Context: an optimization exercise on an open-source flow, tuned for small area and a short achievable clock period. The choices shown serve that exercise and are no tape-out recipe.
At most, simulation tests tie the RTL to the original design; equivalence was not proved.

the previous run:
## UnaryMultiplier
module UnaryMultiplier
#(
    parameter INPUT_WIDTH = 32,
    parameter COUNT_WIDTH = $clog2(INPUT_WIDTH + 1),
    parameter EPSILON = 8
)
(
    input logic a,
    input logic b,
    input logic [1:0] ready,
    input logic clk,
    input logic reset,
    output logic valid,
    output logic y
);
For scale: ~66 flip-flops, about 4300 um^2 of cells after synthesis.
==> flow/config.mk <==
export PLATFORM = sky130hd
export DESIGN_NAME = UnaryMultiplier
export DESIGN_NICKNAME = UnaryMultiplier
export VERILOG_FILES = /design/flow/design.v
export SDC_FILE = /design/flow/constraint.sdc
export NUM_CORES = 4
export LEC_CHECK = 0
export ABC_AREA = 1
export CAP_MARGIN = 20
export CORE_MARGIN = 2
export CORE_UTILIZATION = 40
export PLACE_DENSITY = 0.6
export SETUP_SLACK_MARGIN = 5
export SLEW_MARGIN = 20
==> flow/constraint.sdc <==
create_clock -name core_clock -period 8.0 [get_ports {clk}]
set_input_delay 1.6000 -clock core_clock [delete_from_list [all_inputs] [get_ports {clk}]]
set_output_delay 1.6000 -clock core_clock [all_outputs]
set_load 0.01 [all_outputs]
run.sh (not shown) runs the stock make flow with config.mk's settings and CLKGATE_MAP_FILE= SYNTH_SCRIPT=/design/flow/synth_recipe.tcl, a recipe that flattens the netlist after the stock synthesis.
Here is what was changed in the inputs of the current run compared with the previous run.
- SETUP_SLACK_MARGIN: 5 -> unset
- ABC_AREA: 1 -> unset
==> flow/flow/run.sh (new file) <==
#!/bin/bash
# The standard layout, except that:
#  - synthesis maps the logic with flow/abc_speed.script (three rounds of
#    &syn2/&dch/&nf) instead of ORFS's ABC script; the rest of synthesis,
#    and so the registers, are ORFS's as run by standard.sh;
#  - the ports get plain buf_2 buffers;
#  - timing repair aims at a setup slack of SETUP_SLACK_MARGIN.
set -e
rm -rf scripts_alt
cp -r "$FLOW_HOME/scripts" scripts_alt
cp flow/abc_speed.script scripts_alt/abc_speed.script
export BUFFER_PORTS_ARGS="-buffer_cell sky130_fd_sc_hd__buf_2"
export SETUP_SLACK_MARGIN=5.3
export CTS_ARGS="-sink_clustering_enable -repair_clock_nets -dont_use_dummy_load"
bash standard.sh SCRIPTS_DIR="$PWD/scripts_alt" synth > synth.log 2>&1
bash standard.sh > standard.log 2>&1
==> flow/flow/abc_speed.script (new file) <==
&get -n
&st
&syn2
&dch
&nf
&st
&syn2
&dch
&nf
&st
&syn2
&dch
&nf
&put
buffer -c
topo
stime -c
upsize -c
dnsize -c
==> flow/standard.sh (new file) <==
#!/bin/bash
# synth_recipe.tcl (not shown) runs the flow's synth.tcl, then flattens the netlist and writes it again
# the make line also repeats each setting of config.mk as NAME=value (left out here)
make -C /OpenROAD-flow-scripts/flow DESIGN_CONFIG=/design/flow/config.mk WORK_HOME=/design/flow/orfs CLKGATE_MAP_FILE= SYNTH_SCRIPT=/design/flow/synth_recipe.tcl "${@:-finish}"
removed: flow/run.sh
## What came out
Changes observed in the current run relative to the previous run: final layout net count down 136; share of the core filled with cells up 0.82 points; design area down about 9%; count of routing violations after the opening detailed-route iteration down 26.
The current run ended up with dfrtp_1 as its most frequent standard cell in the layout excluding fill and tap cells; the previous run ended up with nand2_1.
The current run against the previous run: overall die height now sits lower; post-synthesis cell count dropped about 27%; clock transition at the register clock pins on the worst setup and hold paths after CTS held.
Setup fix buffers added after clock tree synthesis: the current run vs the previous run up 2

Another version of the RTL of UnaryMultiplier (not shown whole).
Size: roughly 68 flip-flops, about 0.0042 mm² of cells after synthesis.
clock: 8.0 ns
lec_check: 0
cap_margin: 20
core_margin: 2
core_utilization: 40
place_density: 0.6
setup_slack_margin: 5
slew_margin: 20
Stock flow here: none of the scripts above is used.
==> next run, changes <==
- CTS_BUF_LIST: default -> sky130_fd_sc_hd__clkbuf_8
- CTS_CLUSTER_DIAMETER: default -> 200
- CTS_CLUSTER_SIZE: default -> 60
Fmax is unchanged.
Non-clock buffer count does not change.
Cell count is unchanged.
Cell area stays the same.
Global-route usage stays the same.
Synthesized area does not change.
Flip-flop and latch count is unchanged.
Core utilization is unchanged.
Wire length is unchanged.
No run of this note included a check of the RTL's function; only the layout flow was run.

Setup of v3:
The RTL this note starts from:
==> flow/design.v <==
module UnaryMultiplier
#(
    parameter INPUT_WIDTH = 32,
    parameter COUNT_WIDTH = $clog2(INPUT_WIDTH + 1),
    parameter EPSILON = 8
)
(
    input logic a,
    input logic b,
    input logic [1:0] ready,
    input logic clk,
    input logic reset,
    output logic valid,
    output logic y
);
    logic [5:0]  a_ones, b_ones, a_upper, b_upper, y_count;
    logic [5:0]  g_lower;    
    logic [5:0]  f_upper;    
    logic [10:0] d_upper, d_lower;
    logic        ea, eb, za, zb;
    logic        near_l, near_u, emit, bit1, done;
    logic [5:0]  ab_ones, ab_upper;
    logic [6:0]  hl, hu;
    logic [10:0] dl, du;
    logic [5:0]  yc;
    logic [3:0]  hg, hp;
    logic        c4, neg;
    always_comb begin
        ea = ready[0] & a;
        za = ready[0] & ~a;
        eb = ready[1] & b;
        zb = ready[1] & ~b;
        ab_ones = a_ones + b_ones + 6'd1;
        ab_upper = a_upper + b_upper - 6'd1;
        case ({g_lower[5:4], valid, y})
            4'b00_10: hl = 7'd1;
            4'b00_11: hl = 7'h7f;
            4'b01_10: hl = 7'd2;
            4'b01_11: hl = 7'd0;
            4'b10_10: hl = 7'd3;
            4'b10_11: hl = 7'd1;
            4'b11_10: hl = 7'd4;
            4'b11_11: hl = 7'd2;
            default:  hl = {5'd0, g_lower[5:4]};
        endcase
        dl = d_lower + {hl, g_lower[3:0]};
        case ({f_upper[5:4], valid, y})
            4'b11_10: hu = 7'h7d;
            4'b11_11: hu = 7'h7b;
            4'b10_10: hu = 7'h7e;
            4'b10_11: hu = 7'h7c;
            4'b01_10: hu = 7'h7f;
            4'b01_11: hu = 7'h7d;
            4'b00_10: hu = 7'h00;
            4'b00_11: hu = 7'h7e;
            default:  hu = {5'h1f, ~f_upper[5:4]};
        endcase
        du = d_upper + {hu, ~f_upper[3:0]} + 11'd1;
        yc = y_count + valid;
        done = yc[5];
        near_l = ~dl[10] | (&dl[9:7]);                              
        near_u = du[10] | (~|du[9:8] & (~du[7] | ~|du[6:4]));       
        hg = du[7:4] & dl[7:4];
        hp = du[7:4] ^ dl[7:4];
        c4 = hg[3] | (hp[3] & hg[2]) | (hp[3] & hp[2] & hg[1]) | (hp[3] & hp[2] & hp[1] & hg[0]);
        neg = (du[8] & dl[8]) | ((du[8] ^ dl[8]) & ~c4);
        bit1 = near_l & (~near_u | ~neg);
        emit = ~done & (near_l | near_u);
    end
    always_ff @(posedge clk or negedge reset) begin
        if (!reset) begin
            a_ones <= 0;
            b_ones <= 0;
            a_upper <= 6'd32;
            b_upper <= 6'd32;
            g_lower <= 0;
            f_upper <= 0;
            y_count <= 0;
            d_lower <= 11'h600;    
            d_upper <= 11'h200;    
            y <= 1'b0;
            valid <= 1'b0;
        end else begin
            a_ones <= a_ones + ea;
            b_ones <= b_ones + eb;
            a_upper <= a_upper - za;
            b_upper <= b_upper - zb;
            g_lower <= ({6{ea & ~eb}} & b_ones) | ({6{eb & ~ea}} & a_ones) | ({6{ea & eb}} & ab_ones);
            f_upper <= ({6{za & ~zb}} & b_upper) | ({6{zb & ~za}} & a_upper) | ({6{za & zb}} & ab_upper);
            y_count <= yc;
            d_lower <= dl;
            d_upper <= du;
            valid <= emit;
            y <= bit1;
        end
    end
endmodule
clock: 8.0 ns
lec_check: 0
cap_margin: 20
core_margin: 2
core_utilization: 55
place_density: 0.75
slew_margin: 20
standard.sh (not shown) runs the stock make flow with config.mk's settings and CLKGATE_MAP_FILE= SYNTH_SCRIPT=/design/flow/synth_recipe.tcl, a recipe that flattens the netlist after the stock synthesis.
==> flow/flow/run.sh <==
#!/bin/bash
# The standard layout, except that:
#  - synthesis maps the logic with flow/abc_speed.script (three rounds of
#    &syn2/&dch/&nf) instead of ORFS's ABC script; the rest of synthesis,
#    and so the registers, are ORFS's as run by standard.sh;
#  - the ports get plain buf_2 buffers;
#  - timing repair aims at a setup slack of SETUP_SLACK_MARGIN.
set -e
rm -rf scripts_alt
cp -r "$FLOW_HOME/scripts" scripts_alt
cp flow/abc_speed.script scripts_alt/abc_speed.script
export BUFFER_PORTS_ARGS="-buffer_cell sky130_fd_sc_hd__buf_2"
export SETUP_SLACK_MARGIN=5.3
bash standard.sh SCRIPTS_DIR="$PWD/scripts_alt" synth > synth.log 2>&1
bash standard.sh > standard.log 2>&1
==> flow/flow/abc_speed.script <==
&get -n
&st
&syn2
&dch
&nf
&st
&syn2
&dch
&nf
&st
&syn2
&dch
&nf
&put
buffer -c
topo
stime -c
upsize -c
dnsize -c
The flow did not stop early for v3: all stages ran, and the layout cleared the timing, DRC and antenna checks.
Here is what was changed in the inputs of v10 compared with v3.
Settings: CORE_UTILIZATION: 55 -> 40; PLACE_DENSITY: 0.75 -> 0.6.
diff --git a/flow/flow/run.sh b/flow/flow/run.sh
--- a/flow/flow/run.sh
+++ b/flow/flow/run.sh
@@ -12,3 +12,3 @@
 export BUFFER_PORTS_ARGS="-buffer_cell sky130_fd_sc_hd__buf_2"
-export SETUP_SLACK_MARGIN=5.3
+export SETUP_SLACK_MARGIN=5.4
 bash standard.sh SCRIPTS_DIR="$PWD/scripts_alt" synth > synth.log 2>&1
[summary]
- Summary of v10 over v3: cell area grew by 5.6%, worst path buffer plus inverter count held steady.
- Density: v10 sparser than v3
- Changes observed in v10 relative to v3: worst hold margin has remained practically unchanged, buffer share of cell area went up 2.1 points, share of final layout cell area taken by clock buffers and inverters fell by 1.3 points.
For v18, these inputs were changed with respect to v10:
Settings: putting SETUP_SLACK_MARGIN at 5 where nothing was set.
==> flow/run.sh (new file) <==
#!/bin/bash
# synth_recipe.tcl (not shown) runs the flow's synth.tcl, then flattens the netlist and writes it again
# the make line also repeats each setting of config.mk as NAME=value (left out here)
make -C /OpenROAD-flow-scripts/flow DESIGN_CONFIG=/design/flow/config.mk WORK_HOME=/design/flow/orfs CLKGATE_MAP_FILE= SYNTH_SCRIPT=/design/flow/synth_recipe.tcl finish
removed: flow/flow/run.sh
removed: flow/flow/abc_speed.script
removed: flow/standard.sh
Top achievable clock speed, v18 and v10: higher on v10
Between v18 and v10, post-cts resize count is lower for v18, v10 comes in above that.
Compared with v10, v18 shows number of tapcells that has gone up by a few percent.
For die area, dividing the value from v10 by the value from v18 gives 0.941.
Changes observed in v18 relative to v10: utilization decreased 3.1 points; design area decreased 20 µm²; cell count increased 24; wire length of the first global-routing pass increased about 11%.
Average instance area after synthesis for v18 is lower than for v10.
Relative to v18, the following input files were edited for v36:
Settings: SETUP_SLACK_MARGIN removed (was 5).
==> flow/flow/run.sh (new file) <==
#!/bin/bash
# The standard layout, except that:
#  - synthesis maps the logic with flow/abc_speed.script (three rounds of
#    &syn2/&dch/&nf) instead of ORFS's ABC script; the rest of synthesis,
#    and so the registers, are ORFS's as run by standard.sh;
#  - the ports get plain buf_2 buffers;
#  - timing repair aims at a setup slack of SETUP_SLACK_MARGIN.
set -e
rm -rf scripts_alt
cp -r "$FLOW_HOME/scripts" scripts_alt
cp flow/abc_speed.script scripts_alt/abc_speed.script
export BUFFER_PORTS_ARGS="-buffer_cell sky130_fd_sc_hd__buf_2"
export SETUP_SLACK_MARGIN=5.7
bash standard.sh SCRIPTS_DIR="$PWD/scripts_alt" synth > synth.log 2>&1
bash standard.sh > standard.log 2>&1
==> flow/flow/abc_speed.script (new file) <==
&get -n
&st
&syn2
&dch
&nf
&st
&syn2
&dch
&nf
&st
&syn2
&dch
&nf
&put
buffer -c
topo
stime -c
upsize -c
dnsize -c
==> flow/standard.sh (new file) <==
#!/bin/bash
# synth_recipe.tcl (not shown) runs the flow's synth.tcl, then flattens the netlist and writes it again
# the make line also repeats each setting of config.mk as NAME=value (left out here)
make -C /OpenROAD-flow-scripts/flow DESIGN_CONFIG=/design/flow/config.mk WORK_HOME=/design/flow/orfs CLKGATE_MAP_FILE= SYNTH_SCRIPT=/design/flow/synth_recipe.tcl "${@:-finish}"
removed: flow/run.sh
v36 finished all stages; the layout is clean.
| clock skew | v36 vs v18 | ≈ equal |
Against v18, v36 comes in 3.0% lower on tap cell count.
v36: wire length after detailed routing lower than v18
The worst-case headroom to the max-slew limit reported for v36 is smaller than that of v18 by 0.31 points.
[compare] base=v18 new=v36: worst setup slack saw an increase, logic depth of the worst path, buffers included saw an increase.

-- what the ideal ports hide --
The results above use ideal ports. As a check the final layouts listed here were re-extracted and re-timed, cells and wires unchanged.
Step 1 assumes that a clkbuf_16 drives the clock port and a buf_2 every other input.
Step 2, shift: input delay + t, output delay - t, t = (earliest + latest rising clock arrival at the registers) / 2. This alone moves slack from input paths to output paths.
a / b / c = ideal / step 1 / step 2; a / b = the first two.
run | shift t [ns] | setup slack, ns | hold WS [ns]
the previous run | 0.370 | 5.086 / 5.054 / 4.892 | 0.467 / 0.467 / 0.467
the current run | 0.369 | 5.326 / 5.326 / 5.103 | 0.470 / 0.470 / 0.470
the first run of note 2 | 0.370 | 4.966 / 4.966 / 4.776 | 0.471 / 0.471 / 0.471
the second run of note 2 | 0.370 | 4.966 / 4.966 / 4.776 | 0.471 / 0.471 / 0.471
v3 | 0.373 | 5.370 / 5.342 / 5.057 | 0.474 / 0.474 / 0.474
v10 | 0.370 | 5.330 / 5.330 / 5.124 | 0.471 / 0.471 / 0.471
v18 | 0.377 | 5.031 / 4.997 / 4.719 | 0.470 / 0.470 / 0.470
v36 | 0.378 | 5.322 / 5.291 / 5.263 | 0.473 / 0.473 / 0.473
After both steps setup and hold are still met in every run listed. The setup slack of v3, which loses most, moves by -0.028 ns with the drivers and by -0.313 ns with both steps.
